Source: an optimization exercise on an open RTL-to-GDS flow (aim: small area and a short achievable clock period). Production flows keep margins and buffers that such runs may drop.
Only simulation tests tie the RTL to the original design; equivalence was not proved.
No activity file was given, so power comes from the tool's default toggle rates.

==> design.v <==
module Master #(parameter DATA = 32, ADDR = 32)(
    input  wire             pclk,
    input  wire             presetn,
    input  wire             pready,     
    input  wire [DATA-1:0]  prdata,     
    input  wire             transfer,
    input  wire             rw,         
    input  wire [ADDR-1:0]  addr_in,
    input  wire [DATA-1:0]  data_in,
    output reg  [ADDR-1:0]  paddr,
    output reg              pwrite,
    output reg  [DATA-1:0]  pwdata,
    output reg              psel,
    output reg              penable
);
    parameter IDLE   = 2'b00,
              SETUP  = 2'b01, 
              ACCESS = 2'b10;
    reg [1:0] state, next_state;
    always @(*) begin
        case(state)
            IDLE   : next_state = (transfer) ? SETUP : IDLE;
            SETUP  : next_state = ACCESS;
            ACCESS : next_state = (pready&&!transfer)?IDLE:ACCESS;
            default: next_state = IDLE;
        endcase
    end
    always @(posedge pclk or negedge presetn) begin
        if(!presetn)
            state <= IDLE;
        else
            state <= next_state;
    end
    always @(*) begin
        case(state)
            IDLE  : begin 
                paddr   = 0;
                pwdata  = 0;
                pwrite  = 0;
                psel    = 0;
                penable = 0;    end
            SETUP : begin
                psel    = 1;
                penable = 0;
                paddr   = addr_in;
                pwdata  = data_in;
                pwrite  = rw;
            end
            ACCESS: begin
                psel    = 1;
                penable = 1;
                paddr   = addr_in;
                pwdata  = data_in;
                pwrite  = rw;
            end
            default: begin
                paddr   = 0;
                pwdata  = 0;
                pwrite  = 0;
                psel    = 0;
                penable = 0;
            end
        endcase
    end
endmodule
module Slave #(parameter DATA = 32, ADDR =32)(
    input wire             pclk,
    input wire             presetn,
    input wire [ADDR-1:0]  paddr,
    input wire             pwrite,
    input wire [DATA-1:0]  pwdata,
    input wire             psel,
    input wire             penable,
    output reg [DATA-1:0]  prdata,
    output reg             pready
);
    reg [DATA-1:0] mem [0:127];
  always @(posedge pclk or negedge presetn) begin
    if(!presetn) begin
        pready <= 0;
        prdata <= 0;
    end else begin
        if(psel && penable) begin
            pready <= 1;
            if(pwrite)
                mem[paddr[6:0]] <= pwdata;  
            else
                prdata <= mem[paddr[6:0]]; 
        end else begin
            pready <= 0;
        end
    end
end
endmodule
module Top #(parameter DATA = 32, ADDR = 32)(
    input  wire             pclk,
    input  wire             presetn,
    input  wire             transfer,
    input  wire             rw, 
    input  wire [ADDR-1:0]  addr_in,
    input  wire [DATA-1:0]  data_in,
    output wire [DATA-1:0]  prdata
);
    wire [ADDR-1:0] paddr;
    wire            pwrite;
    wire [DATA-1:0] pwdata;
    wire            psel;
    wire            penable;
    wire            pready;
    Master #(.DATA(DATA), .ADDR(ADDR)) master_inst (
        .pclk   (pclk),
        .presetn(presetn),
        .pready (pready),
        .prdata (prdata),
      .transfer(transfer),
        .rw     (rw),
        .addr_in(addr_in),
        .data_in(data_in),
        .paddr  (paddr),
        .pwrite (pwrite),
        .pwdata (pwdata),
        .psel   (psel),
        .penable(penable)
    );
    Slave #(.DATA(DATA), .ADDR(ADDR)) slave_inst (
        .pclk   (pclk),
        .presetn(presetn),
        .paddr  (paddr),
        .pwrite (pwrite),
        .pwdata (pwdata),
        .psel   (psel),
        .penable(penable),
        .prdata (prdata),
        .pready (pready)
    );
endmodule
==> run.sh <==
#!/bin/bash
# synth_recipe.tcl (not shown) runs the flow's synth.tcl, then flattens the netlist and writes it again
# the make line also repeats each setting of config.mk as NAME=value (left out here)
make -C /OpenROAD-flow-scripts/flow DESIGN_CONFIG=/design/flow/config.mk WORK_HOME=/design/flow/orfs CLKGATE_MAP_FILE= SYNTH_SCRIPT=/design/flow/synth_recipe.tcl finish
==> config.mk <==
export PLATFORM = sky130hd
export DESIGN_NAME = Top
export DESIGN_NICKNAME = Top
export VERILOG_FILES = /design/flow/design.v
export SDC_FILE = /design/flow/constraint.sdc
export NUM_CORES = 4
export LEC_CHECK = 0
export CAP_MARGIN = 20
export CELL_PAD_IN_SITES_DETAIL_PLACEMENT = 1
export CELL_PAD_IN_SITES_GLOBAL_PLACEMENT = 1
export CORE_MARGIN = 2
export CORE_UTILIZATION = 30
export PLACE_DENSITY = 0.4
export SLEW_MARGIN = 20
==> constraint.sdc <==
create_clock -name core_clock -period 9.0 [get_ports {pclk}]
set_input_delay 1.8000 -clock core_clock [delete_from_list [all_inputs] [get_ports {pclk}]]
set_output_delay 1.8000 -clock core_clock [all_outputs]
set_load 0.01 [all_outputs]
==> run summary, run 1 <==
Outcome:
- The run finished with no timing, DRC or antenna violations.

Critical path:
- The critical-path maximum fanout is 32.
- The kind of start point of the critical path is an input pin.
- The arrival time at the worst endpoint is 7.29 ns.
- The required time reported for the critical path endpoint is 9.90 ns.
- The critical path in this run is classified as in -> reg.
- The worst setup path is captured at a flop.

CTS:
- The clock sink total is 4131.
- The maximum clock path buffer count is 4.
- The clock-pin slew on the worst setup and hold paths is ~0.060 ns.
- Buffers inserted during clock tree synthesis total between 400 and 500.
- The number of buffers inserted to repair setup after CTS is 0.
- The total of cells resized after clock tree synthesis is 0.
- The H-tree was split into 5 levels.
- The buffer type at the clock tree root is clkbuf_16.
- The clock reaches the later pin of the worst-skew pair after 1.12 ns.
- The TritonCTS clock tree is yes.
- The count of hold buffers inserted by post-cts repair is 0.

Flow run:
- Across the run, the number of max-cap violations was 0.

Routing:
- Summed over all layers, the routed wires come to 773400 um.
- The number of vias after detailed routing is slightly below 100k.
- Dividing the detail-routed via count by the number of cells gives around 6.0.
- The first-pass iteration count of the detailed router is 9.
- The routed wire length per instance is between 40 and 50 um.
- The number of routed nets with antenna violations is 0.
- The detailed-route DRC error count is 0.
- The iteration-0 DRC count of the detailed router is 15730.

STA:
- For this run, the top clock speed supported by timing is 156.6 MHz.
- The worst clock skew is 0.09576 ns.
- The total count of hold-check failures in the final report is 0.
- The share of the cycle needed by the critical path after routing is 70.94%.
- For the pin with the worst max-slew slack, the measured transition is 1.365 ns.
- The time the final worst path needs with I/O delays and setup is 6.385 ns.
- The number of slew-limit violations in the final report came to 0.
- The worst relative slew slack is 8.975%.
- After layout, the worst setup slack is roughly 2.6 ns.
- Summed over all failing endpoints, the final setup total negative slack is 0 ns.
- Setup violations remaining at the end of the flow were counted as 0.
- Setup repair after global routing left no endpoint under its margin.

Synth:
- The post-synthesis area per instance is 18.14 um^2.
- The Yosys step of the flow raised 3 warnings.
- The instance count of the mapped netlist is ~8400.
- The register bit count reported by yosys is roughly 4100.
- The number of different library cells in the post-synthesis netlist is just over 70.
- Synthesis produced a netlist with a net count of roughly 8400.
- The synthesized netlist occupies a cell area of between 150000 and 200000 um^2.
- The part of the Yosys area used for sequential elements is a little over 80%.
- For this run, asynchronously set or reset flops after synthesis account for 0.8473%.
- The most used flip-flop cell after synthesis is edfxtp_1.
- The number of synthesized flops with an enable pin is 4096.

Placed design:
- The congestion estimate from routability-driven global placement came to between 0.8 and 0.9.
- OpenSTA, run right after detailed placement, puts the worst setup slack at 1.929 ns.
- The post-detailed-placement half-perimeter wirelength is just under 500000 um.
- In this run the tool buffered the top-level ports with 74 buffer cells.

Power and ir drop:
- In this run the static leakage power is ~0.055 uW.
- Net switching is 28.64% of the power.
- The clock network burns 37.6% of the power.
- The design draws 48420 uW.
- IR analysis of the VDD net gives a maximum drop of 0.0002203 V.
- The internal portion of the total power is around 35000 uW.
- The share of power burned in registers is 48.9%.
- The power dissipated by switching net loads is approximately 14000 uW.
- The total power divided by cell area is 269.5 nW/um^2.
- Combinational logic burns 13.6% of the power.

Global route:
- Entering global routing, the biggest net connects 90 pins.
- Global routing consumed, over all layers together, 29.49% of the routing resources.
- The overall overflow remaining after global route is 0.
- The first global-routing pass estimated 986400 um of wire.
- The number of antenna violations at the first check in global routing is 118.
- The number of global-route vias before repair came to 94210.

Hold path:
- The path type of the worst min-delay path is reg -> reg.

Floorplanning:
- The floorplan core area is between 500000 and 600000 um^2.
- The floorplan step set the die height to between 700 and 800 um.
- In this run the horizontal extent of the chip is 715.3 um.
- The initial utilization of the core area, before any placement, comes to 30.09%.
- The die covers 511700 um^2.
- During I/O placement, the number of pins put on the boundary was 100.
- The number of placement rows is 261.

Final layout:
- The post-route netlist has 16.74% of its cells at a drive strength greater than 1.
- The area overhead of the layout relative to synthesis is 18.38%.
- The library cell used most frequently in the layout, excluding fill and tap cells, is edfxtp_1.
- The net total in the final layout is about 9000.
- Leaving out fill and tap cells, the most frequent cells in the layout are edfxtp_1 (4096), a22oi_1 (1231), buf_4 (561).
power groups by stage:
stage	registers, uW	clock network, uW	logic [uW]
3_5_place_dp	24000	0	6490
2_1_floorplan	24200	0	2210
5_1_grt	23600	19100	6680
4_1_cts	23600	18500	6490
6_report	23700	18200	6560
3_3_place_gp	24000	0	6310
final timing paths:
path                                  startpoint                     to  slack (ns)  depth (start not counted)
setup / recovery                      addr_in[4]  slave_inst.prdata[22]        2.61                          9
hold / removal             slave_inst.mem[0][29]  slave_inst.prdata[29]        0.52                          2
max in group asynchronous                presetn   slave_inst.prdata[5]        7.00                          3
setup reg to reg            master_inst.state[0]   slave_inst.prdata[9]        2.98                         13
min in group asynchronous                presetn      slave_inst.pready        0.77                          1
hold reg to reg            slave_inst.mem[0][29]  slave_inst.prdata[29]        0.52                          2
routing by layer:
layer | vias up | GRT usage [%] | share of wire [%]
li1 | 36790 | - | -
met1 | 53420 | 39.66 | 41
met2 | 5446 | 46.53 | 46
met3 | 1208 | 5.726 | 8.5
met4 | 20 | 12.76 | 5.1
met5 | - | 0 | 0.024
cells in the mapped netlist (all sizes together) (6+ instances only):
master | instances | share of area (%)
clkbuf | 305 | 0.75
a22o | 300 | 1.7
buf | 268 | 0.86
and4 | 43 | 0.25
nand4bb | 9 | 0.067
o22ai | 212 | 0.87
nand4 | 139 | 0.58
or4 | 44 | 0.22
o211ai | 20 | 0.099
a22oi | 1231 | 6.1
o2bb2ai | 14 | 0.081
and4b | 7 | 0.049
nor3 | 165 | 0.54
nand2 | 191 | 0.47
a21oi | 164 | 0.54
nor2 | 161 | 0.41
or3 | 8 | 0.033
dfrtp | 35 | 0.58
nand4b | 8 | 0.050
o21ai | 58 | 0.19
a32oi | 42 | 0.24
edfxtp | 4096 | 81
a222oi | 101 | 0.67
o22a | 25 | 0.14
a31oi | 44 | 0.18
nand3 | 137 | 0.45
o2111ai | 17 | 0.098
a2111oi | 39 | 0.23
and3 | 93 | 0.38
a2bb2oi | 8 | 0.046
mux2i | 35 | 0.23
nand3b | 6 | 0.030
a221oi | 128 | 0.74
mux2 | 13 | 0.096
nor4bb | 12 | 0.079
and2 | 37 | 0.15
nor2b | 10 | 0.041
o221ai | 13 | 0.075
nor4 | 70 | 0.29
a32o | 6 | 0.040
logic make-up (layout without fill, tap and decap cells):
group,count (synthesis),after routing,share of synthesized area [%]
simple gates,1166,1166,4.243
fa+ha+maj,3,3,0.02473
buf+inv,578,1529,1.629
compound gates,2440,2440,12.17
other cells,0,75,0
flops,4131,4131,81.60
mux,48,48,0.3272
worst max-delay path, cell delays in order:
cell	delay (ns)
buf_4	0.53
buf_4	0.31
or4b_2	0.80
nor2_4	0.24
a2111oi_1	1.17
o2111ai_1	0.23
or4_1	0.79
nor4_2	0.98
a31oi_1	0.20
metrics by stage:
stage / hold WS (ns) / area [um^2] / std cells / utilization [%]
floorplan: 0.4760 / 151800 / 8366 / -
global placement: 0.5000 / 165000 / 15160 / 32.71
detailed placement: 0.5087 / 165200 / 15160 / 32.74
CTS: 0.5223 / 179500 / 16020 / 35.57
global route: 0.5566 / 179500 / 16040 / 35.59
finish: 0.5175 / 179700 / 16100 / 35.62
state kept, by name, summed over array words and instances (netlist names):
signal             flops
slave_inst.pready      1
slave_inst.prdata     32
slave_inst.mem      4096
master_inst.state      2
cell type report:
| type | instances | area (um^2) |
|---|---|---|
| clock buffers | 610 | 12410 |
| repair buffers | 662 | 5528 |
| diodes | 75 | 187.7 |
| fillers | 49630 | 324800 |
| inverters | 5 | 18.77 |
| well taps | 6706 | 8391 |
| clock inverters | 252 | 1878 |
| multi-input cells | 3657 | 27410 |
| flip-flops and latches | 4131 | 123900 |
==> run 2: changes to the inputs <==
==> design.v (replaced) <==
module Master (
    input  wire pclk,
    input  wire presetn,
    input  wire transfer,
    output wire acc
);
    reg [1:0] st;
    always @(posedge pclk or negedge presetn) begin
        if (!presetn)
            st <= 2'b00;
        else case (st)
            2'b00:   st <= {1'b0, transfer};           
            2'b01:   st <= 2'b10;                      
            2'b10:   st <= 2'b11;                      
            default: st <= transfer ? 2'b11 : 2'b00;   
        endcase
    end
    assign acc = st[1];
endmodule
module Slave (
    input  wire        pclk,
    input  wire        presetn,
    input  wire        acc,
    input  wire        rw,
    input  wire [6:0]  addr,
    input  wire [31:0] wdata,
    output reg  [31:0] prdata
);
    reg [31:0] mem [0:127];
    wire [7:0]  plo = 8'b1 << addr[2:0];
    wire [15:0] phi = 16'b1 << addr[6:3];
    wire        wr  = acc & rw;
    wire [127:0] sel;
    genvar i, b, g;
    generate
        for (i = 0; i < 128; i = i + 1) begin : g_word
            assign sel[i] = plo[i % 8] & phi[i / 8];
            always @(posedge pclk)
                if (wr && sel[i])
                    mem[i] <= wdata;
        end
    endgenerate
    wire [31:0] rd;
    generate
        for (b = 0; b < 32; b = b + 1) begin : g_bit
            wire [42:0] y;
            for (g = 0; g < 42; g = g + 1) begin : g_aoi
                AOI222 u (.a0(mem[3*g][b]), .s0(sel[3*g]),
                          .a1(mem[3*g+1][b]), .s1(sel[3*g+1]),
                          .a2(mem[3*g+2][b]), .s2(sel[3*g+2]), .y(y[g]));
            end
            AOI22 u_last (.a0(mem[126][b]), .s0(sel[126]),
                          .a1(mem[127][b]), .s1(sel[127]), .y(y[42]));
            wire [10:0] z;
            for (g = 0; g < 10; g = g + 1) begin : g_nand
                NAND4 u (.a(y[4*g]), .b(y[4*g+1]), .c(y[4*g+2]), .d(y[4*g+3]), .y(z[g]));
            end
            NAND3 u_n3 (.a(y[40]), .b(y[41]), .c(y[42]), .y(z[10]));
            wire [2:0] w;
            NOR4 u_o0 (.a(z[0]), .b(z[1]), .c(z[2]),  .d(z[3]), .y(w[0]));
            NOR4 u_o1 (.a(z[4]), .b(z[5]), .c(z[6]),  .d(z[7]), .y(w[1]));
            NOR3 u_o2 (.a(z[8]), .b(z[9]), .c(z[10]), .y(w[2]));
            NAND3 u_f (.a(w[0]), .b(w[1]), .c(w[2]), .y(rd[b]));
        end
    endgenerate
    always @(posedge pclk or negedge presetn) begin
        if (!presetn)
            prdata <= 32'b0;
        else if (acc && !rw)
            prdata <= rd;
    end
endmodule
module AOI222 (input wire a0, s0, a1, s1, a2, s2, output wire y);
    assign y = ~((a0 & s0) | (a1 & s1) | (a2 & s2));
endmodule
module AOI22 (input wire a0, s0, a1, s1, output wire y);
    assign y = ~((a0 & s0) | (a1 & s1));
endmodule
module NAND4 (input wire a, b, c, d, output wire y);
    assign y = ~(a & b & c & d);
endmodule
module NAND3 (input wire a, b, c, output wire y);
    assign y = ~(a & b & c);
endmodule
module NOR4 (input wire a, b, c, d, output wire y);
    assign y = ~(a | b | c | d);
endmodule
module NOR3 (input wire a, b, c, output wire y);
    assign y = ~(a | b | c);
endmodule
module Top #(parameter DATA = 32, ADDR = 32)(
    input  wire             pclk,
    input  wire             presetn,
    input  wire             transfer,
    input  wire             rw,
    input  wire [ADDR-1:0]  addr_in,
    input  wire [DATA-1:0]  data_in,
    output wire [DATA-1:0]  prdata
);
    wire acc;
    Master master_inst (
        .pclk    (pclk),
        .presetn (presetn),
        .transfer(transfer),
        .acc     (acc)
    );
    Slave slave_inst (
        .pclk   (pclk),
        .presetn(presetn),
        .acc    (acc),
        .rw     (rw),
        .addr   (addr_in[6:0]),
        .wdata  (data_in),
        .prdata (prdata)
    );
endmodule
--- a/config.mk
+++ b/config.mk
@@ -10,5 +10,8 @@
 export CELL_PAD_IN_SITES_GLOBAL_PLACEMENT = 1
 export CORE_MARGIN = 2
-export CORE_UTILIZATION = 30
-export PLACE_DENSITY = 0.4
+export CORE_UTILIZATION = 50
+export PLACE_DENSITY = 0.6
+export SETUP_SLACK_MARGIN = 5
 export SLEW_MARGIN = 20
+export SYNTH_HIERARCHICAL = 1
+export SYNTH_MINIMUM_KEEP_SIZE = 0
==> run summary, run 2 <==
Outcome:
- Run status: timing/DRC/antenna clean (unchanged).

Hold path:
- The path type of the worst min-delay path is reg -> reg (unchanged).
- The origin of the worst min-delay path is slave_inst.prdata[7] (was slave_inst.mem[0][29]).
- The worst-case hold path end point is slave_inst.prdata[7] (was slave_inst.prdata[29]).
- The cell count of the worst hold path came to 1 (was 2).

Critical path:
- The arrival time at the worst endpoint is 5.31 ns (was 7.29 ns).
- The kind of start point of the critical path is an input pin (unchanged).
- The worst reg-to-reg setup slack is 5.93 ns (was 2.98 ns).
- The critical path endpoint category is a flop (unchanged).
- The cell depth of the worst flop-to-flop path is 5 (was 13).
- The start-to-end type of the worst setup path is in -> reg (unchanged).
- The required time reported for the critical path endpoint is 9.86 ns (was 9.90 ns).
- The critical register-to-register path endpoint is slave_inst.prdata[16] (was slave_inst.prdata[9]).
- The critical-path maximum fanout came to 18 (was 32).
- The startpoint of the lowest-slack register-to-register path was slave_inst.mem[30][16] (was master_inst.state[0]).

Final layout:
- The final instance area is 172500 um^2 (was 179700 um^2).
- The count of non-filler cells in the finished layout was 11620 (was 16100).
- The most common library cell in the layout ignoring fill and taps was edfxtp_1 (unchanged).
- The flip-flop count of the largest register after layout was 4096 (unchanged).
- The area overhead of the layout relative to synthesis is 20.38% (was 18.38%).
- The net total in the final layout came to 7568 (was 8995).
- The fraction of layout instances using a drive strength above 1 is 22.72% (was 16.74%).
- Top library cells by usage in the layout, fill and taps aside: edfxtp_1 (4096), a222oi_1 (1344), buf_4 (506) (was edfxtp_1 (4096), a22oi_1 (1231), buf_4 (561)).

CTS:
- The number of clock buffers inserted by TritonCTS is 419 (was 467).
- The clock sink total was 4130 (was 4131).
- The clock-pin slew on the worst setup and hold paths is 0.06 ns (about the same).
- The maximum clock path buffer count is 4 (unchanged).
- The TritonCTS clock tree is yes (unchanged).
- The clock latency reported for the late side of the worst-skew pair is 1.01 ns (was 1.12 ns).
- The number of levels the H-tree was split into is 5 (unchanged).
- The buffer type at the clock tree root is clkbuf_16 (unchanged).

Synth:
- The register bit count reported by yosys is 4130 (was 4131).
- Leading post-synthesis cells by instance count: edfxtp_1 (4096), a222oi_1 (1344), nand4_1 (321) (was edfxtp_1 (4096), a22oi_1 (1231), clkbuf_1 (305)).
- The fraction of synthesis flops using an asynchronous set or reset pin came to 0.8232% (was 0.8473%).
- The instance count of the mapped netlist is 6390 (was 8366).
- The part of the Yosys area used for sequential elements is 86.42% (was 81.60%).
- The synthesized area is 143300 um^2 (was 151800 um^2).
- The area fraction of the dominant cell type after synthesis is 85.83% (was 81.03%).
- The number of different library cells in the post-synthesis netlist came to 31 (was 71).
- The post-synthesis area per instance was 22.43 um^2 (was 18.14 um^2).
- The net count after synthesis is 6460 (was 8437).
- The library cell with the largest summed area after synthesis is edfxtp_1 (unchanged).
- The number of warnings printed during yosys synthesis is 10 (was 3).
- The number of synthesized flops with an enable pin is 4096 (unchanged).
- The most used flip-flop cell after synthesis was edfxtp_1 (unchanged).
- Cell types occupying the most area after synthesis: edfxtp_1 (86%), a222oi_1 (9.4%), nand4_1 (1.4%), dfrtp_1 (0.59%), nor4_2 (0.56%) (was edfxtp_1 (81%), a22oi_1 (6.1%), a22o_1 (1.7%), o22ai_1 (0.87%), clkbuf_1 (0.75%)).
- The most common cell in the synthesized netlist is edfxtp_1 (unchanged).

Routing:
- The first-pass iteration count of the detailed router came to 13 (was 9).
- The routed wire length per instance was 41.95 um (was 48.04 um).
- The number of vias per cell after detailed routing is 7.123 (was 6.018).
- The total detailed-routing wirelength was 487500 um (was 773400 um).
- The detailed-route DRC error count is 0 (unchanged).
- The number of routed nets with antenna violations is 0 (unchanged).
- The iteration-0 DRC count of the detailed router came to 17000 (was 15730).
- The number of vias after detailed routing is 82770 (was 96880).

Global route:
- The overall overflow remaining after global route is 0 (unchanged).
- The largest net degree at the start of global routing is 87 (was 90).
- The number of antenna violations at the first check in global routing is 19 (was 118).
- The global-route wire length before repair is 657800 um (was 986400 um).
- The total routing usage reported by global routing came to 32.52% (was 29.49%).
- The number of global-route vias before repair came to 80930 (was 94210).

STA:
- The total count of hold-check failures in the final report came to 0 (unchanged).
- The maximum clock frequency is 224.7 MHz (was 156.6 MHz).
- The share of the cycle needed by the critical path after routing came to 49.46% (was 70.94%).
- The worst relative slew slack came to 18.67% (was 8.975%).
- The number of setup violations in the final report is 0 (unchanged).
- The setup slack after layout is 4.549 ns (was 2.615 ns).
- The time the final worst path needs with I/O delays and setup is 4.451 ns (was 6.385 ns).
- RSZ-0062 raised after global routing: yes (was no).
- The slew at the pin closest to its max-slew limit is 1.220 ns (was 1.365 ns).
- The worst clock skew is 0.05688 ns (was 0.09576 ns).
- The accumulated negative setup slack is 0 ns (unchanged).
- The number of slew-limit violations in the final report came to 0 (unchanged).

Placed design:
- The count of input and output buffers is 74 (unchanged).
- The number of cells in the design after placement came to 10510 (was 15160).
- The post-placement setup slack came to 1.668 ns (was 1.929 ns).
- The post-detailed-placement half-perimeter wirelength is 258600 um (was 491500 um).
- The total placed instance area is 153500 um^2 (was 165200 um^2).
- The placer's final routability congestion estimate came to 0.8148 (was 0.8907).

Power and ir drop:
- The static leakage is 0.05505 uW (was 0.05491 uW).
- The maximum VDD drop is 0.0002741 V (was 0.0002203 V).
- The total power divided by cell area came to 234.2 nW/um^2 (was 269.5 nW/um^2).
- The sum of internal, switching and leakage power is 40410 uW (was 48420 uW).

Floorplanning:
- The top-level I/O count is 100 (unchanged).
- The height of the die is 539.4 um (was 715.3 um).
- The initial standard-cell utilization of the core is 50.25% (was 30.09%).
- The floorplan core area is 285200 um^2 (was 504500 um^2).
- The die area came to 290900 um^2 (was 511700 um^2).
- The number of placement rows came to 196 (was 261).
- The horizontal die dimension came to 539.4 um (was 715.3 um).

Flow run:
- The number of max-cap violations is 0 (unchanged).
-- run 2: changes by cell type in the layout (fill, tap and decap cells not counted), sizes merged, moves of 164 or more --
cell / delta
a22o: -300
nand4: +182
a22oi: -1199
a222oi: +1243
a21oi: -164
nand2: -189
o22ai: -212
-- run 2: worst max-delay path by stage --
stage	start	endpoint	slack, ns	cells after the start
global placement	addr_in[2]	slave_inst.prdata[23]	1.70	9
CTS	addr_in[3]	slave_inst.prdata[14]	4.73	10
detailed placement	addr_in[2]	slave_inst.prdata[23]	1.67	10
global route	addr_in[2]	slave_inst.prdata[3]	4.60	11
floorplan	addr_in[2]	slave_inst.mem[122][0]	4.04	4
finish	addr_in[0]	slave_inst.prdata[14]	4.55	11
-- run 2: critical path: stages --
cell	delay (ns)
clkbuf_16	0.12
nand3b_1	0.18
buf_4	0.16
buf_12	0.18
nor2_4	0.16
buf_6	0.24
a222oi_1	0.37
nand4_1	0.48
nor4_4	1.01
nand3_2	0.24
mux2_4	0.32
-- run 2: where the power goes --
part	leakage, uW	internal (uW)	switching, uW	total, uW
logic	0.0111	473	1140	1610
registers	0.0372	21300	124	21400
clock network	0.00668	10100	7340	17400
total	0.0551	31800	8600	40400
-- run 2: cell type report --
type                    instances  area, um^2
diodes                         13       32.53
clock buffers                 524       11110
clock inverters               244        2546
fillers                     23320      112700
inverters                       3       11.26
multi-input cells            2196       22390
flip-flops and latches       4130      123800
well taps                    3762        4707
repair buffers                748        7869
-- run 2: per-stage QoR --
stage	hold slack [ns]	util [%]
2_1_floorplan	0.4865	-
3_3_place_gp	0.4944	53.81
5_1_grt	0.5325	60.48
4_1_cts	0.5137	59.90
6_report	0.5073	60.49
3_5_place_dp	0.4998	53.82
-- run 2: kinds of logic (layout without fill, tap and decap cells) --
| family | after synthesis | count (layout) | share of synthesized area, % |
|---|---|---|---|
| simple gates | 769 | 784 | 3.389 |
| fa+ha+maj | 2 | 2 | 0.01746 |
| compound gates | 1378 | 1378 | 9.679 |
| flops | 4130 | 4130 | 86.42 |
| mux | 32 | 32 | 0.2514 |
| other cells | 0 | 13 | 0 |
| buf+inv | 79 | 1519 | 0.2418 |
-- run 2: repair_timing --
item                                    in CTS  in global routing
resized for setup                          344                 79
hold buffers                                 0                  0
pin swaps                                  193                147
endpoints found under the hold margin        0                  0
endpoints found under the setup margin    1985                366
gates cloned                                24                 16
setup buffers                              170                120
-- run 2: metal layers --
| metal | vias up | wire length, um | GRT usage (%) |
|---|---|---|---|
| met5 | - | 0 | 0 |
| met4 | 0 | 22260 | 13.56 |
| met3 | 646 | 51640 | 5.462 |
| met2 | 5192 | 228800 | 50.73 |
| met1 | 44340 | 184800 | 45.80 |
| li1 | 32590 | - | - |
-- run 2: modules after synthesis, one instance, submodules excluded, excerpt --
module,area [um^2],cells
AOI22,12.51,1
AOI222,10.01,1
Master,115.1,11
NAND3,5.005,1
NAND4,6.256,1
NOR3,10.01,1
NOR4,12.51,1
Slave,125900,4523
==> run 3: changes to the inputs <==
--- a/design.v
+++ b/design.v
@@ -28,28 +28,32 @@
 );
     reg [31:0] mem [0:127];
+    wire wr = acc & rw;
+    wire rd = acc & ~rw;
     wire [7:0]  plo = 8'b1 << addr[2:0];
     wire [15:0] phi = 16'b1 << addr[6:3];
-    wire        wr  = acc & rw;
-    wire [127:0] sel;
+    wire [15:0] phw = phi & {16{wr}};
+    wire [15:0] phr = phi & {16{rd}};
+    wire [127:0] rsel;
     genvar i, b, g;
     generate
         for (i = 0; i < 128; i = i + 1) begin : g_word
-            assign sel[i] = plo[i % 8] & phi[i / 8];
+            assign rsel[i] = plo[i % 8] & phr[i / 8];
             always @(posedge pclk)
-                if (wr && sel[i])
+                if (plo[i % 8] && phw[i / 8])
                     mem[i] <= wdata;
         end
     endgenerate
-    wire [31:0] rd;
+    wire [31:0] nxt;
     generate
         for (b = 0; b < 32; b = b + 1) begin : g_bit
             wire [42:0] y;
             for (g = 0; g < 42; g = g + 1) begin : g_aoi
-                AOI222 u (.a0(mem[3*g][b]), .s0(sel[3*g]),
-                          .a1(mem[3*g+1][b]), .s1(sel[3*g+1]),
-                          .a2(mem[3*g+2][b]), .s2(sel[3*g+2]), .y(y[g]));
+                AOI222 u (.a0(mem[3*g][b]), .s0(rsel[3*g]),
+                          .a1(mem[3*g+1][b]), .s1(rsel[3*g+1]),
+                          .a2(mem[3*g+2][b]), .s2(rsel[3*g+2]), .y(y[g]));
             end
-            AOI22 u_last (.a0(mem[126][b]), .s0(sel[126]),
-                          .a1(mem[127][b]), .s1(sel[127]), .y(y[42]));
+            AOI222 u_last (.a0(mem[126][b]), .s0(rsel[126]),
+                           .a1(mem[127][b]), .s1(rsel[127]),
+                           .a2(prdata[b]), .s2(~rd), .y(y[42]));
             wire [10:0] z;
             for (g = 0; g < 10; g = g + 1) begin : g_nand
@@ -61,5 +65,5 @@
             NOR4 u_o1 (.a(z[4]), .b(z[5]), .c(z[6]),  .d(z[7]), .y(w[1]));
             NOR3 u_o2 (.a(z[8]), .b(z[9]), .c(z[10]), .y(w[2]));
-            NAND3 u_f (.a(w[0]), .b(w[1]), .c(w[2]), .y(rd[b]));
+            NAND3 u_f (.a(w[0]), .b(w[1]), .c(w[2]), .y(nxt[b]));
         end
     endgenerate
@@ -67,13 +71,10 @@
         if (!presetn)
             prdata <= 32'b0;
-        else if (acc && !rw)
-            prdata <= rd;
+        else
+            prdata <= nxt;
     end
 endmodule
 module AOI222 (input wire a0, s0, a1, s1, a2, s2, output wire y);
     assign y = ~((a0 & s0) | (a1 & s1) | (a2 & s2));
-endmodule
-module AOI22 (input wire a0, s0, a1, s1, output wire y);
-    assign y = ~((a0 & s0) | (a1 & s1));
 endmodule
 module NAND4 (input wire a, b, c, d, output wire y);
--- a/config.mk
+++ b/config.mk
@@ -11,4 +11,6 @@
 export CORE_MARGIN = 2
 export CORE_UTILIZATION = 50
+export CTS_CLUSTER_DIAMETER = 100
+export CTS_CLUSTER_SIZE = 25
 export PLACE_DENSITY = 0.6
 export SETUP_SLACK_MARGIN = 5
==> run summary, run 3 <==
Outcome:
- Run status: timing/DRC/antenna clean (unchanged).

Global route:
- The number of global-route vias before repair is 77020 (was 80930).
- The number of antenna violations at the first check in global routing came to 25 (was 19).
- The largest net degree at the start of global routing came to 90 (was 87).
- The global-route wire length before repair was 629600 um (was 657800 um).
- The total routing usage reported by global routing is 31.13% (was 32.52%).
- The overall overflow remaining after global route is 0 (unchanged).

Critical path:
- The arrival time at the worst endpoint is 4.93 ns (was 5.31 ns).
- The start-to-end type of the worst setup path is in -> reg (unchanged).
- The critical path endpoint category is a flop (unchanged).
- The critical-path maximum fanout was 32 (was 18).
- The required time reported for the critical path endpoint is 9.77 ns (was 9.86 ns).
- The kind of start point of the critical path is an input pin (unchanged).

STA:
- The maximum clock frequency is 240.2 MHz (was 224.7 MHz).
- The minimum hold slack is 0.5254 ns (was 0.5073 ns).
- The worst relative slew slack came to 22.32% (was 18.67%).
- The number of slew-limit violations in the final report is 0 (unchanged).
- The slew at the pin closest to its max-slew limit was 1.165 ns (was 1.220 ns).
- The accumulated negative setup slack came to 0 ns (unchanged).
- The time the final worst path needs with I/O delays and setup came to 4.163 ns (was 4.451 ns).
- The number of setup violations in the final report is 0 (unchanged).
- The worst clock skew is 0.06159 ns (was 0.05688 ns).
- The share of the cycle needed by the critical path after routing came to 46.25% (was 49.46%).
- RSZ-0062 raised after global routing: yes (unchanged).
- The total count of hold-check failures in the final report was 0 (unchanged).

Floorplanning:
- The height of the die is 539.0 um (was 539.4 um).
- The initial standard-cell utilization of the core is 50.22% (was 50.25%).
- The number of placement rows is 196 (unchanged).
- The floorplan core area is 285000 um^2 (was 285200 um^2).
- The horizontal die dimension was 539.0 um (was 539.4 um).
- The die area came to 290500 um^2 (was 290900 um^2).
- The top-level I/O count is 100 (unchanged).

Final layout:
- The flip-flop and latch area is 123900 um^2 (was 123800 um^2).
- The flip-flop count of the largest register after layout is 4096 (unchanged).
- The area of combinational cells with multiple inputs was 21540 um^2 (was 22390 um^2).
- The most common library cell in the layout ignoring fill and taps is edfxtp_1 (unchanged).
- The number of inserted filler cells in the final layout is 23770 (was 23320).
- The area overhead of the layout relative to synthesis is 12.39% (was 20.38%).
- The net total in the final layout came to 7098 (was 7568).
- The fraction of layout instances using a drive strength above 1 was 15.61% (was 22.72%).
- Top library cells by usage in the layout, fill and taps aside: edfxtp_1 (4096), a222oi_1 (1376), buf_4 (394) (was edfxtp_1 (4096), a222oi_1 (1344), buf_4 (506)).

Placed design:
- The post-detailed-placement half-perimeter wirelength is 245300 um (was 258600 um).
- The placer's final routability congestion estimate came to 0.8139 (was 0.8148).
- The count of input and output buffers is 74 (unchanged).

Synth:
- The number of different library cells in the post-synthesis netlist is 27 (was 31).
- Cell types occupying the most area after synthesis: edfxtp_1 (86%), a222oi_1 (9.6%), nand4_1 (1.4%), nor3_1 (0.79%), dfrtp_1 (0.59%) (was edfxtp_1 (86%), a222oi_1 (9.4%), nand4_1 (1.4%), dfrtp_1 (0.59%), nor4_2 (0.56%)).
- Leading post-synthesis cells by instance count: edfxtp_1 (4096), a222oi_1 (1376), nand4_1 (321) (was edfxtp_1 (4096), a222oi_1 (1344), nand4_1 (321)).
- The most used flip-flop cell after synthesis is edfxtp_1 (unchanged).
- The number of synthesized flops with an enable pin was 4096 (unchanged).
- The fraction of synthesis flops using an asynchronous set or reset pin is 0.8232% (unchanged).
- The instance count of the mapped netlist is 6355 (was 6390).
- The most common cell in the synthesized netlist is edfxtp_1 (unchanged).
- The register bit count reported by yosys is 4130 (unchanged).
- The number of warnings printed during yosys synthesis was 10 (unchanged).
- The net count after synthesis is 6425 (was 6460).
- The synthesized area was 143100 um^2 (was 143300 um^2).
- The area fraction of the dominant cell type after synthesis is 85.95% (was 85.83%).
- The library cell with the largest summed area after synthesis is edfxtp_1 (unchanged).
- The part of the Yosys area used for sequential elements is 86.54% (was 86.42%).
- The post-synthesis area per instance is 22.52 um^2 (was 22.43 um^2).

Flow run:
- The number of max-cap violations came to 0 (unchanged).

Routing:
- The number of vias after detailed routing is 79530 (was 82770).
- The total detailed-routing wirelength is 464200 um (was 487500 um).
- The routed wire length per instance is 42.72 um (was 41.95 um).
- The first-pass iteration count of the detailed router is 14 (was 13).
- The iteration-0 DRC count of the detailed router is 16510 (was 17000).
- The detailed-route DRC error count was 0 (unchanged).
- The number of vias per cell after detailed routing was 7.319 (was 7.123).
- The number of routed nets with antenna violations is 0 (unchanged).

CTS:
- The clock latency reported for the late side of the worst-skew pair is 0.92 ns (was 1.01 ns).
- The buffer type at the clock tree root is clkbuf_16 (unchanged).
- The clock sink total is 4130 (unchanged).
- The count of hold buffers inserted by post-cts repair is 0 (unchanged).
- The number of levels the H-tree was split into came to 4 (was 5).
- The maximum clock path buffer count came to 4 (unchanged).
- The TritonCTS clock tree is yes (unchanged).
- The number of clock buffers inserted by TritonCTS came to 187 (was 419).
- The clock-pin slew on the worst setup and hold paths is 0.11 ns (was 0.06 ns).

Hold path:
- The path type of the worst min-delay path was reg -> reg (unchanged).

Power and ir drop:
- The maximum VDD drop is 0.0002258 V (was 0.0002741 V).
- The static leakage is 0.04962 uW (was 0.05505 uW).
- The total power divided by cell area is 202.5 nW/um^2 (was 234.2 nW/um^2).
-- run 3: cell count changes in the layout (fill, tap and decap cells not counted), sizes merged, moves of 45 or more --
cell    before  now
nor3       160  288
buf        695  515
clkinv     179    4
nor2       141    0
bufinv      46    1
clkbuf     534  248
-- run 3: area by class of cell --
class / instances / share of cell area (%)
sequential: 4130 / 77.01
multi-input combinational: 2144 / 13.39
timing repair buffer: 562 / 3.526
clock buffer: 239 / 3.057
tap: 3762 / 2.926
clock inverter: 8 / 0.05912
antenna: 18 / 0.02800
inverter: 3 / 0.007001
-- run 3: cell families (layout without fill, tap and decap cells) --
family	count (synthesis)	after routing	share of synthesized area (%)
AO/OA/AOI/OAI	1378	1378	9.636
other	0	18	0
adder cells (fa/ha/maj)	2	2	0.01748
buffers and inverters	86	812	0.2745
flip-flops	4130	4130	86.54
AND/OR/NAND/NOR	759	764	3.530
-- run 3: through the flow --
step	cells	util (%)	cell area [um^2]	setup WS, ns	total power [uW]
finish	10870	56.44	160800	4.837	32570
global placement	10450	53.65	152900	2.483	23220
floorplan	6355	-	144400	4.035	22150
global route	10850	56.43	160800	4.935	33280
detailed placement	10460	53.66	152900	2.328	23260
CTS	10790	56.10	159900	4.924	32650
-- run 3: worst paths after layout --
kind	slack [ns]	cells past startpoint	startpoint	to
min reg2reg	0.53	1	master_inst.st[0]	master_inst.st[0]
max in group asynchronous	7.46	2	presetn	slave_inst.prdata[0]
max reg2reg	5.19	10	master_inst.st[1]	slave_inst.prdata[19]
max	4.84	11	rw	slave_inst.prdata[19]
min in group asynchronous	1.00	2	presetn	slave_inst.prdata[31]
min	0.53	1	master_inst.st[0]	master_inst.st[0]
-- run 3: modules after synthesis, one instance, submodules excluded, excerpt --
module	flip-flops and latches	copies in the design	cells inside
NOR4	0	64	1
NOR3	0	32	1
AOI222	0	1376	1
NAND4	0	320	1
NAND3	0	64	1
Slave	4128	1	4488
-- run 3: critical path, cell delays in order --
cell       delay, ns
buf_6           0.14
nand4bb_4       0.23
buf_12          0.17
buf_12          0.15
buf_4           0.15
nor3_2          0.04
buf_6           0.23
a222oi_1        0.52
nand4_1         0.49
nor4_4          0.79
nand3_1         0.15
-- run 3: layer usage --
metal / track usage [%] / part of all wire (%)
met1: 44.08 / 39
met2: 49.12 / 47
met3: 5.396 / 10
met4: 10.90 / 3.9
met5: 0 / 0.054
-- run 3: power breakdown --
group / internal, uW / leakage, uW / switching (uW)
Combinational: 418 / 0.00998 / 1120
Sequential: 21200 / 0.0372 / 222
Clock: 3890 / 0.00243 / 5690
-- run 3: timing repair --
action                     CTS  global route
cloned                      13             8
setup endpoints to repair  329            28
pin swaps                   69            48
setup buffers               75            47
resized for setup          225            87
==> run 4: changes to the inputs <==
--- a/config.mk
+++ b/config.mk
@@ -10,8 +10,8 @@
 export CELL_PAD_IN_SITES_GLOBAL_PLACEMENT = 1
 export CORE_MARGIN = 2
-export CORE_UTILIZATION = 50
+export CORE_UTILIZATION = 60
 export CTS_CLUSTER_DIAMETER = 100
 export CTS_CLUSTER_SIZE = 25
-export PLACE_DENSITY = 0.6
+export PLACE_DENSITY = 0.7
 export SETUP_SLACK_MARGIN = 5
 export SLEW_MARGIN = 20
==> run summary, run 4 <==
Outcome:
- Run status: timing/DRC/antenna clean (unchanged).

Final layout:
- The most common library cell in the layout ignoring fill and taps is edfxtp_1 (unchanged).
- The number of inserted filler cells in the final layout is 18270 (was 23770).
- The area of combinational cells with multiple inputs came to 21580 um^2 (was 21540 um^2).
- Top library cells by usage in the layout, fill and taps aside: edfxtp_1 (4096), a222oi_1 (1376), buf_4 (406) (was edfxtp_1 (4096), a222oi_1 (1376), buf_4 (394)).
- The net total in the final layout is 7118 (was 7098).
- The flip-flop and latch area is 123800 um^2 (was 123900 um^2).
- The end-of-flow core utilization came to 67.45% (was 56.44%).
- The fraction of layout instances using a drive strength above 1 is 15.74% (was 15.61%).
- The area overhead of the layout relative to synthesis is 11.99% (was 12.39%).
- The flip-flop count of the largest register after layout is 4096 (unchanged).

Routing:
- The total detailed-routing wirelength is 459200 um (was 464200 um).
- The number of vias per cell after detailed routing is 7.952 (was 7.319).
- The number of vias after detailed routing came to 81660 (was 79530).
- The detailed-route DRC error count is 0 (unchanged).
- The iteration-0 DRC count of the detailed router is 18820 (was 16510).
- The routed wire length per instance is 44.71 um (was 42.72 um).
- The number of routed nets with antenna violations came to 0 (unchanged).
- The first-pass iteration count of the detailed router is 15 (was 14).

Floorplanning:
- The top-level I/O count is 100 (unchanged).
- The floorplan core area came to 237600 um^2 (was 285000 um^2).
- The number of placement rows was 179 (was 196).
- The initial standard-cell utilization of the core is 60.22% (was 50.22%).
- The die area is 242400 um^2 (was 290500 um^2).
- The horizontal die dimension came to 492.4 um (was 539.0 um).
- The height of the die is 492.4 um (was 539.0 um).

Placed design:
- The post-placement setup slack is 2.394 ns (was 2.328 ns).
- The post-detailed-placement half-perimeter wirelength was 246000 um (was 245300 um).
- The count of input and output buffers was 74 (unchanged).
- The placer's final routability congestion estimate is 0.8199 (was 0.8139).

Global route:
- The global-route wire length before repair is 618900 um (was 629600 um).
- The number of global-route vias before repair was 79600 (was 77020).
- The number of antenna violations at the first check in global routing is 18 (was 25).
- The overall overflow remaining after global route is 0 (unchanged).
- The total routing usage reported by global routing is 36.61% (was 31.13%).
- The largest net degree at the start of global routing came to 101 (was 90).

Synth:
- Cell types occupying the most area after synthesis: edfxtp_1 (86%), a222oi_1 (9.6%), nand4_1 (1.4%), nor3_1 (0.79%), dfrtp_1 (0.59%) (unchanged).
- The number of warnings printed during yosys synthesis is 10 (unchanged).
- The net count after synthesis is 6425 (unchanged).
- The post-synthesis area per instance came to 22.52 um^2 (unchanged).
- The most used flip-flop cell after synthesis was edfxtp_1 (unchanged).
- The part of the Yosys area used for sequential elements was 86.54% (unchanged).
- Leading post-synthesis cells by instance count: edfxtp_1 (4096), a222oi_1 (1376), nand4_1 (321) (unchanged).
- The synthesized area was 143100 um^2 (unchanged).
- The number of synthesized flops with an enable pin is 4096 (unchanged).
- The area fraction of the dominant cell type after synthesis is 85.95% (unchanged).
- The library cell with the largest summed area after synthesis is edfxtp_1 (unchanged).
- The fraction of synthesis flops using an asynchronous set or reset pin is 0.8232% (unchanged).
- The number of different library cells in the post-synthesis netlist is 27 (unchanged).
- The instance count of the mapped netlist is 6355 (unchanged).
- The most common cell in the synthesized netlist is edfxtp_1 (unchanged).
- The register bit count reported by yosys is 4130 (unchanged).

STA:
- The number of slew-limit violations in the final report came to 0 (unchanged).
- The time the final worst path needs with I/O delays and setup is 4.175 ns (was 4.163 ns).
- The worst relative slew slack is 22.51% (was 22.32%).
- The share of the cycle needed by the critical path after routing is 46.39% (was 46.25%).
- The worst clock skew is 0.04674 ns (was 0.06159 ns).
- The number of setup violations in the final report is 0 (unchanged).
- The maximum clock frequency came to 239.5 MHz (was 240.2 MHz).
- The setup slack after layout is 4.825 ns (was 4.837 ns).
- The slew at the pin closest to its max-slew limit is 1.162 ns (was 1.165 ns).
- The accumulated negative setup slack came to 0 ns (unchanged).
- RSZ-0062 raised after global routing: yes (unchanged).
- The total count of hold-check failures in the final report is 0 (unchanged).

Critical path:
- The launch point of the worst path is addr_in[4] (was rw).
- The kind of cell adding the most delay to the critical path is simple AND/OR/NAND/NOR gates (unchanged).
- The arrival time at the worst endpoint is 4.90 ns (was 4.93 ns).
- The timing endpoint of the critical path was slave_inst.prdata[3] (was slave_inst.prdata[19]).
- Cells traversed along the worst timing path: buf_6, nand2b_4, buf_12, nor3_4, clkbuf_16, buf_6, a222oi_1, nand4_1, nor4_4, nand3_1 (was buf_6, nand4bb_4, buf_12, buf_12, buf_4, nor3_2, buf_6, a222oi_1, nand4_1, nor4_4, nand3_1).
- The required time reported for the critical path endpoint was 9.73 ns (was 9.77 ns).
- The start-to-end type of the worst setup path is in -> reg (unchanged).
- The worst reg-to-reg setup slack is 5.04 ns (was 5.19 ns).
- The critical-path maximum fanout came to 15 (was 32).
- The critical path endpoint category is a flop (unchanged).
- The total stage count of the critical path is 10 (was 11).
- The most numerous cell type found on the critical path is buf_6.
- The standard cell with the maximum stage delay on the critical path is nor4_4 (unchanged).
- The combined buffer and inverter count along the critical path is 4 (was 5).
- The stage delay of the slowest cell on the critical path is 0.79 ns (about the same).
- The critical register-to-register path endpoint is slave_inst.prdata[25] (was slave_inst.prdata[19]).
- The startpoint of the lowest-slack register-to-register path is master_inst.st[1] (unchanged).
- The cell depth of the worst flop-to-flop path is 11 (was 10).
- The kind of start point of the critical path was an input pin (unchanged).

CTS:
- The clock latency reported for the late side of the worst-skew pair came to 0.91 ns (was 0.92 ns).
- The clock sink total is 4130 (unchanged).
- The count of hold buffers inserted by post-cts repair is 0 (unchanged).
- The number of levels the H-tree was split into was 4 (unchanged).
- The maximum clock path buffer count came to 3 (was 4).
- The buffer type at the clock tree root is clkbuf_16 (unchanged).
- The number of clock buffers inserted by TritonCTS was 183 (was 187).
- The clock-pin slew on the worst setup and hold paths came to 0.10 ns (was 0.11 ns).
- The TritonCTS clock tree is yes (unchanged).

Power and ir drop:
- The sum of internal, switching and leakage power is 32330 uW (was 32570 uW).
- The total power divided by cell area came to 201.7 nW/um^2 (was 202.5 nW/um^2).
- The maximum VDD drop is 0.0002228 V (was 0.0002258 V).
- The static leakage came to 0.04983 uW (was 0.04962 uW).

Hold path:
- The path type of the worst min-delay path was reg -> reg (unchanged).
- The origin of the worst min-delay path is master_inst.st[0] (unchanged).
- The cell count of the worst hold path was 1 (unchanged).

Flow run:
- The number of max-cap violations is 0 (unchanged).
[run 4: cell counts after synthesis]
No cell type changed its count.
[run 4: Yosys stat by module, one instance, submodules excluded, excerpt]
| module | flops+latches | cells inside | cell area (um^2) |
|---|---|---|---|
| Slave | 4128 | 4488 | 125800 |
| Master | 2 | 11 | 115.1 |
| NOR4 | 0 | 1 | 12.51 |
| AOI222 | 0 | 1 | 10.01 |
| NOR3 | 0 | 1 | 10.01 |
| NAND4 | 0 | 1 | 6.256 |
| NAND3 | 0 | 1 | 5.005 |
[run 4: area by class of cell]
type	count	area share, %
inverters	3	0.007026
diodes	14	0.02186
multi-input cells	2142	13.47
repair buffers	588	3.714
clock buffers	222	3.015
clock inverters	4	0.03045
well taps	3167	2.472
flip-flops and latches	4130	77.27
[run 4: metal layers]
layer  track usage (%)  vias up  part of all wire (%)
li1                  -    31360                     -
met1             50.96    43070                    35
met2             57.78     6430                    48
met3             7.350      798                    13
met4             14.78        8                   4.6
met5                 0        -                0.0087
[run 4: through the flow]
stage / hold WS [ns] / cell area, um^2 / instances
final: 0.5965 / 160300 / 10270
after global routing: 0.6379 / 160200 / 10260
after CTS: 0.5928 / 158600 / 10150
after detailed placement: 0.5592 / 152100 / 9848
after global placement: 0.5003 / 152100 / 9847
after floorplan: 0.4866 / 144400 / 6355
[run 4: repair_timing]
| item | 4_1_cts | 5_1_grt |
|---|---|---|
| setup endpoints to repair | 315 | 28 |
| gates resized for setup | 189 | 129 |
| buffers inserted | 67 | 92 |
| gates cloned | 8 | 14 |
| pin swaps | 55 | 73 |
[run 4: logic make-up (layout without fill, tap and decap cells)]
| kind of cell | Yosys count | count (layout) | share of synthesized area (%) |
|---|---|---|---|
| AOI/OAI and AO/OA | 1378 | 1378 | 9.636 |
| buffers and inverters | 86 | 817 | 0.2745 |
| DFF | 4130 | 4130 | 86.54 |
| adders and majority gates | 2 | 2 | 0.01748 |
| and+or+nand+nor | 759 | 762 | 3.530 |
| other | 0 | 14 | 0 |
[run 4: power breakdown]
part / internal [uW] / leakage [uW] / total [uW] / switching [uW]
clock network: 3800 / 0.00238 / 9350 / 5550
logic: 424 / 0.0102 / 1540 / 1110
registers: 21200 / 0.0372 / 21400 / 213
[run 4: how the worst min path moves through the flow]
| stage | slack [ns] | endpoint |
|---|---|---|
| finish | 0.60 | master_inst.st[0] |
| CTS | 0.59 | master_inst.st[0] |
| global placement | 0.50 | master_inst.st[0] |
| detailed placement | 0.56 | master_inst.st[0] |
| floorplan | 0.49 | master_inst.st[0] |
| global route | 0.64 | master_inst.st[0] |
==> run 5: changes to the inputs <==
--- a/design.v
+++ b/design.v
@@ -57,13 +57,13 @@
                            .a2(prdata[b]), .s2(~rd), .y(y[42]));
             wire [10:0] z;
-            for (g = 0; g < 10; g = g + 1) begin : g_nand
-                NAND4 u (.a(y[4*g]), .b(y[4*g+1]), .c(y[4*g+2]), .d(y[4*g+3]), .y(z[g]));
+            for (g = 0; g < 10; g = g + 1) begin : g_and
+                AND4 u (.a(y[4*g]), .b(y[4*g+1]), .c(y[4*g+2]), .d(y[4*g+3]), .y(z[g]));
             end
-            NAND3 u_n3 (.a(y[40]), .b(y[41]), .c(y[42]), .y(z[10]));
+            AND3 u_a3 (.a(y[40]), .b(y[41]), .c(y[42]), .y(z[10]));
             wire [2:0] w;
-            NOR4 u_o0 (.a(z[0]), .b(z[1]), .c(z[2]),  .d(z[3]), .y(w[0]));
-            NOR4 u_o1 (.a(z[4]), .b(z[5]), .c(z[6]),  .d(z[7]), .y(w[1]));
-            NOR3 u_o2 (.a(z[8]), .b(z[9]), .c(z[10]), .y(w[2]));
-            NAND3 u_f (.a(w[0]), .b(w[1]), .c(w[2]), .y(nxt[b]));
+            NAND4 u_n0 (.a(z[0]), .b(z[1]), .c(z[2]),  .d(z[3]), .y(w[0]));
+            NAND4 u_n1 (.a(z[4]), .b(z[5]), .c(z[6]),  .d(z[7]), .y(w[1]));
+            NAND3 u_n2 (.a(z[8]), .b(z[9]), .c(z[10]), .y(w[2]));
+            OR3 u_f (.a(w[0]), .b(w[1]), .c(w[2]), .y(nxt[b]));
         end
     endgenerate
@@ -78,4 +78,10 @@
     assign y = ~((a0 & s0) | (a1 & s1) | (a2 & s2));
 endmodule
+module AND4 (input wire a, b, c, d, output wire y);
+    assign y = a & b & c & d;
+endmodule
+module AND3 (input wire a, b, c, output wire y);
+    assign y = a & b & c;
+endmodule
 module NAND4 (input wire a, b, c, d, output wire y);
     assign y = ~(a & b & c & d);
@@ -84,9 +90,6 @@
     assign y = ~(a & b & c);
 endmodule
-module NOR4 (input wire a, b, c, d, output wire y);
-    assign y = ~(a | b | c | d);
-endmodule
-module NOR3 (input wire a, b, c, output wire y);
-    assign y = ~(a | b | c);
+module OR3 (input wire a, b, c, output wire y);
+    assign y = a | b | c;
 endmodule
 module Top #(parameter DATA = 32, ADDR = 32)(
==> flow/run.sh (new file) <==
#!/bin/bash
set -euo pipefail
bash standard.sh \
  SETUP_SLACK_MARGIN=6 \
  "BUFFER_PORTS_ARGS=-buffer_cell sky130_fd_sc_hd__buf_4" \
  finish > flow_make.log 2>&1
==> standard.sh (new file) <==
#!/bin/bash
# synth_recipe.tcl (not shown) runs the flow's synth.tcl, then flattens the netlist and writes it again
# the make line also repeats each setting of config.mk as NAME=value (left out here)
make -C /OpenROAD-flow-scripts/flow DESIGN_CONFIG=/design/flow/config.mk WORK_HOME=/design/flow/orfs CLKGATE_MAP_FILE= SYNTH_SCRIPT=/design/flow/synth_recipe.tcl "${@:-finish}"
--- a/config.mk
+++ b/config.mk
@@ -14,5 +14,4 @@
 export CTS_CLUSTER_SIZE = 25
 export PLACE_DENSITY = 0.7
-export SETUP_SLACK_MARGIN = 5
 export SLEW_MARGIN = 20
 export SYNTH_HIERARCHICAL = 1
removed: run.sh
==> run summary, run 5 <==
Critical path:
- The arrival time at the worst endpoint was 5.26 ns (was 4.90 ns).
- The standard cell with the maximum stage delay on the critical path is nand4_1 (was nor4_4).
- The critical register-to-register path endpoint is slave_inst.prdata[11] (was slave_inst.prdata[25]).
- The worst reg-to-reg setup slack is 4.97 ns (was 5.04 ns).
- The combined buffer and inverter count along the critical path came to 6 (was 4).
- The start-to-end type of the worst setup path was in -> reg (unchanged).
- Cells traversed along the worst timing path: buf_12, or3b_4, buf_12, buf_16, buf_6, buf_12, nor3_4, clkbuf_16, a222oi_1, and4_1, nand4_1, or3_1 (was buf_6, nand2b_4, buf_12, nor3_4, clkbuf_16, buf_6, a222oi_1, nand4_1, nor4_4, nand3_1).
- The required time reported for the critical path endpoint came to 9.80 ns (was 9.73 ns).
- The cell depth of the worst flop-to-flop path was 14 (was 11).
- The critical-path maximum fanout is 8 (was 15).
- The critical path endpoint category is a flop (unchanged).
- The kind of start point of the critical path was an input pin (unchanged).
- The cell type with the highest occurrence count on the critical path is buf_12 (was buf_6).
- The stage delay of the slowest cell on the critical path is 0.80 ns (was 0.79 ns).
- The startpoint of the lowest-slack register-to-register path was master_inst.st[1] (unchanged).
- The kind of cell adding the most delay to the critical path is simple AND/OR/NAND/NOR gates (unchanged).

Global route:
- The overall overflow remaining after global route is 0 (unchanged).
- The number of global-route vias before repair is 81080 (was 79600).
- The largest net degree at the start of global routing is 101 (unchanged).
- The total routing usage reported by global routing is 39.11% (was 36.61%).
- The global-route wire length before repair is 655100 um (was 618900 um).
- The number of antenna violations at the first check in global routing is 50 (was 18).

Synth:
- Leading post-synthesis cells by instance count: edfxtp_1 (4096), a222oi_1 (1376), and4_1 (320) (was edfxtp_1 (4096), a222oi_1 (1376), nand4_1 (321)).
- The instance count of the mapped netlist is 6355 (unchanged).
- The number of different library cells in the post-synthesis netlist is 28 (was 27).
- The most common cell in the synthesized netlist was edfxtp_1 (unchanged).
- Cell types occupying the most area after synthesis: edfxtp_1 (86%), a222oi_1 (9.6%), and4_1 (2.0%), nor3_1 (0.79%), dfrtp_1 (0.59%) (was edfxtp_1 (86%), a222oi_1 (9.6%), nand4_1 (1.4%), nor3_1 (0.79%), dfrtp_1 (0.59%)).
- The number of synthesized flops with an enable pin is 4096 (unchanged).
- The number of warnings printed during yosys synthesis is 10 (unchanged).
- The library cell with the largest summed area after synthesis was edfxtp_1 (unchanged).
- The most used flip-flop cell after synthesis was edfxtp_1 (unchanged).
- The area fraction of the dominant cell type after synthesis is 85.75% (was 85.95%).
- The net count after synthesis is 6425 (unchanged).
- The register bit count reported by yosys is 4130 (unchanged).
- The fraction of synthesis flops using an asynchronous set or reset pin is 0.8232% (unchanged).
- The post-synthesis area per instance was 22.57 um^2 (was 22.52 um^2).
- The part of the Yosys area used for sequential elements was 86.35% (was 86.54%).
- The synthesized area was 143400 um^2 (was 143100 um^2).

Power and ir drop:
- The static leakage is 0.05100 uW (was 0.04983 uW).
- The maximum VDD drop is 0.0002255 V (was 0.0002228 V).
- The total power divided by cell area came to 199.5 nW/um^2 (was 201.7 nW/um^2).

Final layout:
- The most common library cell in the layout ignoring fill and taps is edfxtp_1 (unchanged).
- The fraction of layout instances using a drive strength above 1 is 18.68% (was 15.74%).
- The area overhead of the layout relative to synthesis is 14.65% (was 11.99%).
- The area of combinational cells with multiple inputs is 22420 um^2 (was 21580 um^2).
- The flip-flop and latch area came to 123900 um^2 (was 123800 um^2).
- Top library cells by usage in the layout, fill and taps aside: edfxtp_1 (4096), a222oi_1 (1376), buf_4 (307) (was edfxtp_1 (4096), a222oi_1 (1376), buf_4 (406)).
- The flip-flop count of the largest register after layout is 4096 (unchanged).
- The net total in the final layout is 7227 (was 7118).
- The number of inserted filler cells in the final layout is 18110 (was 18270).

CTS:
- The clock sink total came to 4130 (unchanged).
- The buffer type at the clock tree root was clkbuf_16 (unchanged).
- The clock latency reported for the late side of the worst-skew pair is 0.91 ns (about the same).
- The clock-pin slew on the worst setup and hold paths is 0.12 ns (was 0.10 ns).
- The number of levels the H-tree was split into is 4 (unchanged).
- The maximum clock path buffer count is 3 (unchanged).
- The number of clock buffers inserted by TritonCTS was 183 (unchanged).
- The count of hold buffers inserted by post-cts repair came to 0 (unchanged).
- The TritonCTS clock tree is yes (unchanged).

Placed design:
- The post-detailed-placement half-perimeter wirelength came to 244900 um (was 246000 um).
- The count of input and output buffers is 74 (unchanged).
- The placer's final routability congestion estimate is 0.8166 (was 0.8199).

STA:
- The number of slew-limit violations in the final report is 0 (unchanged).
- The worst clock skew is 0.05059 ns (was 0.04674 ns).
- The worst relative slew slack was 18.54% (was 22.51%).
- The slew at the pin closest to its max-slew limit was 1.222 ns (was 1.162 ns).
- The accumulated negative setup slack is 0 ns (unchanged).
- The number of setup violations in the final report is 0 (unchanged).
- The maximum clock frequency is 223.9 MHz (was 239.5 MHz).
- The total count of hold-check failures in the final report came to 0 (unchanged).
- RSZ-0062 raised after global routing: yes (unchanged).
- The time the final worst path needs with I/O delays and setup is 4.465 ns (was 4.175 ns).
- The minimum hold slack is 0.5506 ns (was 0.5965 ns).
- The share of the cycle needed by the critical path after routing came to 49.61% (was 46.39%).

Floorplanning:
- The initial standard-cell utilization of the core is 60.30% (was 60.22%).
- The die area was 243000 um^2 (was 242400 um^2).
- The horizontal die dimension is 492.9 um (was 492.4 um).
- The top-level I/O count came to 100 (unchanged).
- The number of placement rows came to 179 (unchanged).
- The floorplan core area was 237900 um^2 (was 237600 um^2).
- The height of the die is 492.9 um (was 492.4 um).

Hold path:
- The origin of the worst min-delay path is master_inst.st[0] (unchanged).
- The worst-case hold path end point is master_inst.st[0] (unchanged).
- The path type of the worst min-delay path is reg -> reg (unchanged).
- The cell count of the worst hold path is 1 (unchanged).

Flow run:
- The number of max-cap violations is 0 (unchanged).

Routing:
- The routed wire length per instance came to 46.81 um (was 44.71 um).
- The detailed-route DRC error count is 0 (unchanged).
- The number of routed nets with antenna violations is 0 (unchanged).
- The total detailed-routing wirelength is 488600 um (was 459200 um).
- The first-pass iteration count of the detailed router is 13 (was 15).
- The number of vias after detailed routing is 83870 (was 81660).
- The iteration-0 DRC count of the detailed router is 21010 (was 18820).
- The number of vias per cell after detailed routing is 8.035 (was 7.952).

Outcome:
- Run status: timing/DRC/antenna clean (unchanged).
==> run 5: worst max-delay path by stage <==
stage	start	endpoint	depth (start not counted)
floorplan	addr_in[5]	slave_inst.prdata[0]	8
global placement	addr_in[1]	slave_inst.prdata[19]	9
CTS	addr_in[2]	slave_inst.prdata[27]	11
detailed placement	addr_in[4]	slave_inst.prdata[22]	9
global route	addr_in[1]	slave_inst.prdata[5]	10
finish	addr_in[0]	slave_inst.prdata[11]	12
==> run 5: metal layers <==
metal / GRT usage [%] / vias up / wire length (um)
li1: - / 31720 / -
met1: 53.71 / 43770 / 165600
met2: 60.11 / 7347 / 227000
met3: 8.550 / 1001 / 67360
met4: 19.76 / 28 / 28450
met5: 0 / - / 193
==> run 5: timing repair <==
item                                    4_1_cts  5_1_grt
resized for setup                           600      201
gates cloned                                 51        8
pin swaps                                   222      124
setup buffers                               181       67
endpoints found under the setup margin     3001     1889
==> run 5: cells by family (layout without fill, tap and decap cells) <==
group,after synthesis,count (layout),synth area share [%]
and+or+nand+nor,759,763,3.746
DFF,4130,4130,86.35
AOI/OAI and AO/OA,1378,1378,9.615
adders and majority gates,2,2,0.01744
buffers and inverters,86,939,0.2739
other,0,59,0
==> run 5: layout make-up <==
class / instances / area share [%]
Tap cell: 3167 / 2.410
Inverter: 3 / 0.006848
Sequential cell: 4130 / 75.34
Clock inverter: 10 / 0.07152
Timing Repair Buffer: 696 / 5.469
Multi-Input combinational cell: 2143 / 13.63
Antenna cell: 59 / 0.08978
Clock buffer: 230 / 2.983
==> run 5: worst register-to-register path, cell delays in order (launching register included) <==
cell and delay (ns):
dfrtp_1 0.37, buf_4 0.21, or4b_4 0.27, buf_12 0.15, buf_12 0.18, buf_12 0.16
buf_6 0.12, nor3_4 0.04, buf_12 0.14, buf_16 0.15, buf_8 0.16, a222oi_1 0.29
and4_1 0.28, nand4_1 0.78, or3_1 0.65
==> run 5: per-stage QoR <==
step / std cells / cell area, um^2 / util [%] / setup slack, ns / power, uW
after global routing: 10420 / 164400 / 69.11 / 4.699 / 33320
after floorplan: 6355 / 146900 / - / 5.048 / 22230
final: 10440 / 164400 / 69.14 / 4.535 / 32810
after global placement: 9832 / 152900 / 64.28 / 3.160 / 23160
after CTS: 10300 / 163000 / 68.52 / 5.185 / 32540
after detailed placement: 9832 / 152900 / 64.28 / 3.065 / 23220
==> run 5: power by group <==
| group | switching [uW] | internal, uW |
|---|---|---|
| clock | 5670 | 3860 |
| combinational | 1260 | 563 |
| sequential | 209 | 21200 |
| total | 7140 | 25700 |
==> run 5: per-module statistics from Yosys (local to each module, per instance), a selection <==
module | flip-flops and latches | times used | cell area (um^2)
OR3 | 0 | 32 | 6.256
AOI222 | 0 | 1376 | 10.01
AND4 | 0 | 320 | 8.758
AND3 | 0 | 32 | 6.256
NAND3 | 0 | 32 | 5.005
Slave | 4128 | 1 | 125800
NAND4 | 0 | 64 | 6.256

[afterwards: timing with drivers on the ports]
How much do the figures lean on ideal ports? The routed layouts below were timed once more, with nothing changed but the port constraints. Step 1: set_driving_cell puts a clkbuf_16 on pclk and a buf_2 on each other input, an assumption about the parent block. Step 2 moves the port delays by t, midway between the first and last clock arrival at a register: inputs arrive t later, outputs are due t later. That takes back most of the time a late clock gives input paths. Three values: ideal, step 1, step 2; two values: the first two.
| run | shift t [ns] | setup slack, ns | latest minus earliest clock arrival (ns) | slew at the worst register clock pin (ns) | cell pins on the clock port's net |
|---|---|---|---|---|---|
| run 1 | 1.188 | 2.615 / 2.690 / 1.501 | 0.124 / 0.123 | 0.07 / 0.07 | 1 |
| run 2 | 1.058 | 4.549 / 4.390 / 3.331 | 0.075 / 0.075 | 0.07 / 0.07 | 1 |
| run 3 | 1.000 | 4.837 / 4.723 / 3.722 | 0.066 / 0.067 | 0.11 / 0.11 | 1 |
| run 4 | 0.990 | 4.825 / 4.719 / 3.729 | 0.056 / 0.055 | 0.12 / 0.12 | 1 |
| run 5 | 0.997 | 4.535 / 4.574 / 3.577 | 0.054 / 0.054 | 0.12 / 0.12 | 1 |
After both steps setup and hold are still met in every run listed. For run 2, which loses most, drivers alone change the setup slack by -0.159 ns; drivers and shift together by -1.218 ns.
